This design comes from an exercise in tuning for small area and a short achievable clock period on the open sky130 flow, not from production work. In this exercise RTL edits were held to simulation tests only and were not proved equivalent to the original. No activity file was given, so power comes from the tool's default toggle rates.

Setup of build 72:
==> flow/design.v <==
`timescale 1ns / 1ps
module rf_inv(a, y);
	input a;
	output y;
	assign y = !a;
endmodule
module rf_nand2(a, b, y);
	input a, b;
	output y;
	assign y = !(a & b);
endmodule
module rf_nand3(a, b, c, y);
	input a, b, c;
	output y;
	assign y = !(a & b & c);
endmodule
module rf_nand4(a, b, c, d, y);
	input a, b, c, d;
	output y;
	assign y = !(a & b & c & d);
endmodule
module rf_nor2(a, b, y);
	input a, b;
	output y;
	assign y = !(a | b);
endmodule
module rf_nor3(a, b, c, y);
	input a, b, c;
	output y;
	assign y = !(a | b | c);
endmodule
module rf_xnor2(a, b, y);
	input a, b;
	output y;
	assign y = !(a ^ b);
endmodule
module rf_pdec2(a, an, yn);
	input [1:0] a, an;
	output [3:0] yn;
	genvar k;
	generate for (k = 0; k < 4; k = k + 1) begin : g
		rf_nand2 n(.a(k[0] ? a[0] : an[0]), .b(k[1] ? a[1] : an[1]), .y(yn[k]));
	end endgenerate
endmodule
module rf_pdec3(a, an, yn);
	input [2:0] a, an;
	output [7:0] yn;
	genvar k;
	generate for (k = 0; k < 8; k = k + 1) begin : g
		rf_nand3 n(.a(k[0] ? a[0] : an[0]), .b(k[1] ? a[1] : an[1]),
		           .c(k[2] ? a[2] : an[2]), .y(yn[k]));
	end endgenerate
endmodule
module rf_pdec3e(e, a, an, yn);
	input e;
	input [2:0] a, an;
	output [7:0] yn;
	genvar k;
	generate for (k = 0; k < 8; k = k + 1) begin : g
		rf_nand4 n(.a(e), .b(k[0] ? a[0] : an[0]), .c(k[1] ? a[1] : an[1]),
		           .d(k[2] ? a[2] : an[2]), .y(yn[k]));
	end endgenerate
endmodule
module rf_rdsel(A, RW, WE, wnz, we, sel);
	input [4:0] A, RW;
	input WE, wnz;
	input [31:1] we;
	output [31:0] sel;
	wire [4:0] An, eq;
	wire [3:0] lo;
	wire [7:0] hi;
	wire h1, h2;
	genvar i, r;
	generate for (i = 0; i < 5; i = i + 1) begin : b
		rf_inv inv(.a(A[i]), .y(An[i]));
		rf_xnor2 x(.a(A[i]), .b(RW[i]), .y(eq[i]));
	end endgenerate
	rf_pdec2 pl(.a(A[1:0]), .an(An[1:0]), .yn(lo));
	rf_pdec3 ph(.a(A[4:2]), .an(An[4:2]), .yn(hi));
	generate for (r = 1; r < 32; r = r + 1) begin : s
		rf_nor3 n(.a(lo[r % 4]), .b(hi[r / 4]), .c(we[r]), .y(sel[r]));
	end endgenerate
	rf_nand3 n1(.a(eq[0]), .b(eq[1]), .c(eq[2]), .y(h1));
	rf_nand4 n2(.a(eq[3]), .b(eq[4]), .c(WE), .d(wnz), .y(h2));
	rf_nor2 n3(.a(h1), .b(h2), .y(sel[0]));
endmodule
module rf_or8(s, d, y);
	input [7:0] s, d;
	output y;
	assign y = |(s & d);
endmodule
module rf_rdbit(sel, d, y);
	input [31:0] sel, d;
	output y;
	wire [3:0] o;
	wire [1:0] p;
	genvar k;
	generate for (k = 0; k < 4; k = k + 1) begin : n
		rf_or8 x(.s(sel[8*k+7:8*k]), .d(d[8*k+7:8*k]), .y(o[k]));
	end endgenerate
	rf_nor2 r0(.a(o[0]), .b(o[1]), .y(p[0]));
	rf_nor2 r1(.a(o[2]), .b(o[3]), .y(p[1]));
	rf_nand2 f(.a(p[0]), .b(p[1]), .y(y));
endmodule
module reg_32x32(clk,WE,RA,RB,RW,busA,busB,busW
    );
	input clk,WE;
	input [4:0]RA,RB,RW;
	input [31:0]busW;
	output [31:0]busA,busB;
	wire [4:0] RWn;
	wire z1, z2, wnz;
	wire [3:0] wlo;
	wire [7:0] whi;
	wire [31:1] we;
	wire [31:0] selA, selB;
	genvar i, r, j;
	generate for (i = 0; i < 5; i = i + 1) begin : wb
		rf_inv inv(.a(RW[i]), .y(RWn[i]));
	end endgenerate
	rf_pdec2 wpl(.a(RW[1:0]), .an(RWn[1:0]), .yn(wlo));
	rf_pdec3e wph(.e(WE), .a(RW[4:2]), .an(RWn[4:2]), .yn(whi));
	rf_nor3 wz1(.a(RW[0]), .b(RW[1]), .c(RW[2]), .y(z1));
	rf_nor2 wz2(.a(RW[3]), .b(RW[4]), .y(z2));
	rf_nand2 wz(.a(z1), .b(z2), .y(wnz));
	reg [31:0] file_array [31:1];
	always @(posedge clk)
		if (WE && (RW != 0)) file_array[RW] <= busW;
	generate for (r = 1; r < 32; r = r + 1) begin : g
		wire [31:0] q = file_array[r];
		rf_nor2 w(.a(wlo[r % 4]), .b(whi[r / 4]), .y(we[r]));
	end endgenerate
	rf_rdsel sa(.A(RA), .RW(RW), .WE(WE), .wnz(wnz), .we(we), .sel(selA));
	rf_rdsel sb(.A(RB), .RW(RW), .WE(WE), .wnz(wnz), .we(we), .sel(selB));
	generate for (j = 0; j < 32; j = j + 1) begin : b
		wire [31:0] col;
		assign col[0] = busW[j];
		for (r = 1; r < 32; r = r + 1) begin : c
			assign col[r] = g[r].q[j];
		end
		rf_rdbit ra(.sel(selA), .d(col), .y(busA[j]));
		rf_rdbit rb(.sel(selB), .d(col), .y(busB[j]));
	end endgenerate
endmodule
export LEC_CHECK = 0
export CAP_MARGIN = 10
export CORE_MARGIN = 2
export CORE_UTILIZATION = 45
export SETUP_SLACK_MARGIN = 3.1
export SLEW_MARGIN = 10
export SYNTH_HIERARCHICAL = 1
create_clock -name core_clock -period 9.0 [get_ports {clk}]
standard.sh (not shown) runs the stock make flow with config.mk's settings and CLKGATE_MAP_FILE= SYNTH_SCRIPT=/design/flow/synth_recipe.tcl, a recipe that flattens the netlist after the stock synthesis.
==> flow/flow/run.sh <==
#!/bin/bash
set -euo pipefail
export BUFFER_PORTS_ARGS="-buffer_cell sky130_fd_sc_hd__buf_2"
export CTS_ARGS="-sink_clustering_enable -repair_clock_nets -dont_use_dummy_load -buf_list {sky130_fd_sc_hd__clkbuf_4 sky130_fd_sc_hd__clkbuf_8 sky130_fd_sc_hd__clkbuf_16} -sink_clustering_size 25 -sink_clustering_max_diameter 100"
bash standard.sh > flow.log 2>&1
The flow did not stop early for build 72: all stages ran, and the layout cleared the timing, design-rule and antenna checks.
--- input diff build 72..build 34 ---
- SETUP_SLACK_MARGIN: 3.1 -> 3.3
Notes after the runs:
- Re final period utilization: build 72 was higher than build 34.
- Detailed-route wire length delta for build 34 relative to build 72: 2.1% higher
- A destination of the critical timing path of busB[4] is what build 34 shows, while busB[22] belongs to build 72.
- Worst hold slack delta for build 34 relative to build 72: 0.0040 ns higher
Changes in build 39 relative to build 34:
- setting CTS_BUF_LIST to sky130_fd_sc_hd__clkbuf_4 sky130_fd_sc_hd__clkbuf_8 sky130_fd_sc_hd__clkbuf_16 for the first time
- setting CTS_CLUSTER_DIAMETER to 100 for the first time
- setting CTS_CLUSTER_SIZE to 25 for the first time
==> flow/run.sh (new file) <==
#!/bin/bash
# synth_recipe.tcl (not shown) runs the flow's synth.tcl, then flattens the netlist and writes it again
# the make line also repeats each setting of config.mk as NAME=value (left out here)
make -C /OpenROAD-flow-scripts/flow DESIGN_CONFIG=/design/flow/config.mk WORK_HOME=/design/flow/orfs CLKGATE_MAP_FILE= SYNTH_SCRIPT=/design/flow/synth_recipe.tcl finish
removed: flow/flow/run.sh
removed: flow/standard.sh
### Flow results
- Build 34 and build 39 all finish clean.
- Comparing build 34 and build 39, the higher worst slew margin relative to its limit was measured on build 34.
- Build 39 vs build 34: leakage dissipation up by a few percent
- Build 39 does worse than build 34 on worst setup slack after layout.
- There was hardly any difference in fraction of power consumed by the clock network between build 39 and build 34.
- Met2 layer usage reported by global route: build 39 vs build 34 up 1.1 points
- Storage element area: build 39 vs build 34 identical
- The standard cells in build 39 occupy more silicon area than those in build 34 do.
- For the critical path depth, build 39 came in 1 lower than build 34 did.
What build 45 does differently from build 39 at the input level:
- TNS_END_PERCENT now 10, previously not set
- CTS_CLUSTER_DIAMETER no longer set, was 100
- CTS_BUF_LIST no longer set, was sky130_fd_sc_hd__clkbuf_4 sky130_fd_sc_hd__clkbuf_8 sky130_fd_sc_hd__clkbuf_16
- CTS_CLUSTER_SIZE no longer set, was 25
==> flow/flow/run.sh (new file) <==
#!/bin/bash
set -euo pipefail
export BUFFER_PORTS_ARGS="-buffer_cell sky130_fd_sc_hd__buf_2"
export CTS_ARGS="-sink_clustering_enable -repair_clock_nets -dont_use_dummy_load -buf_list {sky130_fd_sc_hd__clkbuf_4 sky130_fd_sc_hd__clkbuf_8 sky130_fd_sc_hd__clkbuf_16} -sink_clustering_size 25 -sink_clustering_max_diameter 100"
bash standard.sh > flow.log 2>&1
==> flow/standard.sh (new file) <==
#!/bin/bash
# synth_recipe.tcl (not shown) runs the flow's synth.tcl, then flattens the netlist and writes it again
# the make line also repeats each setting of config.mk as NAME=value (left out here)
make -C /OpenROAD-flow-scripts/flow DESIGN_CONFIG=/design/flow/config.mk WORK_HOME=/design/flow/orfs CLKGATE_MAP_FILE= SYNTH_SCRIPT=/design/flow/synth_recipe.tcl "${@:-finish}"
removed: flow/run.sh
## What came out
Between build 39 and build 45, the difference in die area is negligible.
The higher transition time at the pin with the least slew margin of build 39 and build 45 is in build 39.
Where maximum frequency is concerned, build 39 is outperformed by build 45.
Diff build 39 -> build 45: total power consumption of the routed design shrank by 1.6%; final setup slack of the worst path grew by 0.13 ns.
Build 45 vs build 39, launching instance or port of the critical path: RW[0] vs RB[3]

## static timing again, ports no longer ideal
Ports are ideal in the flow. The routed layouts listed here were re-timed in OpenROAD.
Step 1 sets driving cells, clkbuf_16 on the clock port and buf_2 on the other inputs (assumed; they add their load-dependent delay and slew).
Step 2 moves the port delays by t, midway between the first and last clock arrival at a register: inputs arrive t later, outputs are due t later. That takes back most of the time a late clock gives input paths.
Three values: no drivers, after step 1, after step 2; two values: the first two.
| run | t (ns) | setup WS [ns] | hold WS [ns] | worst setup path at the end | worst register clock-pin slew, ns |
|---|---|---|---|---|---|
| build 72 | 0.680 | 3.118 / 3.099 / 3.099 | 1.717 / 1.681 / 2.361 | input to output | 0.10 / 0.10 |
| build 34 | 0.675 | 3.242 / 3.210 / 3.210 | 1.721 / 1.687 / 2.362 | input to output | 0.10 / 0.10 |
| build 39 | 0.696 | 3.107 / 3.065 / 3.065 | 1.739 / 1.691 / 2.387 | input to output | 0.11 / 0.11 |
| build 45 | 0.681 | 3.241 / 3.216 / 3.216 | 1.724 / 1.684 / 2.365 | input to output | 0.10 / 0.10 |
After both steps every run listed still meets setup and hold. The setup slack of build 39, which loses most, moves by -0.042 ns with the drivers and by -0.042 ns with both steps.
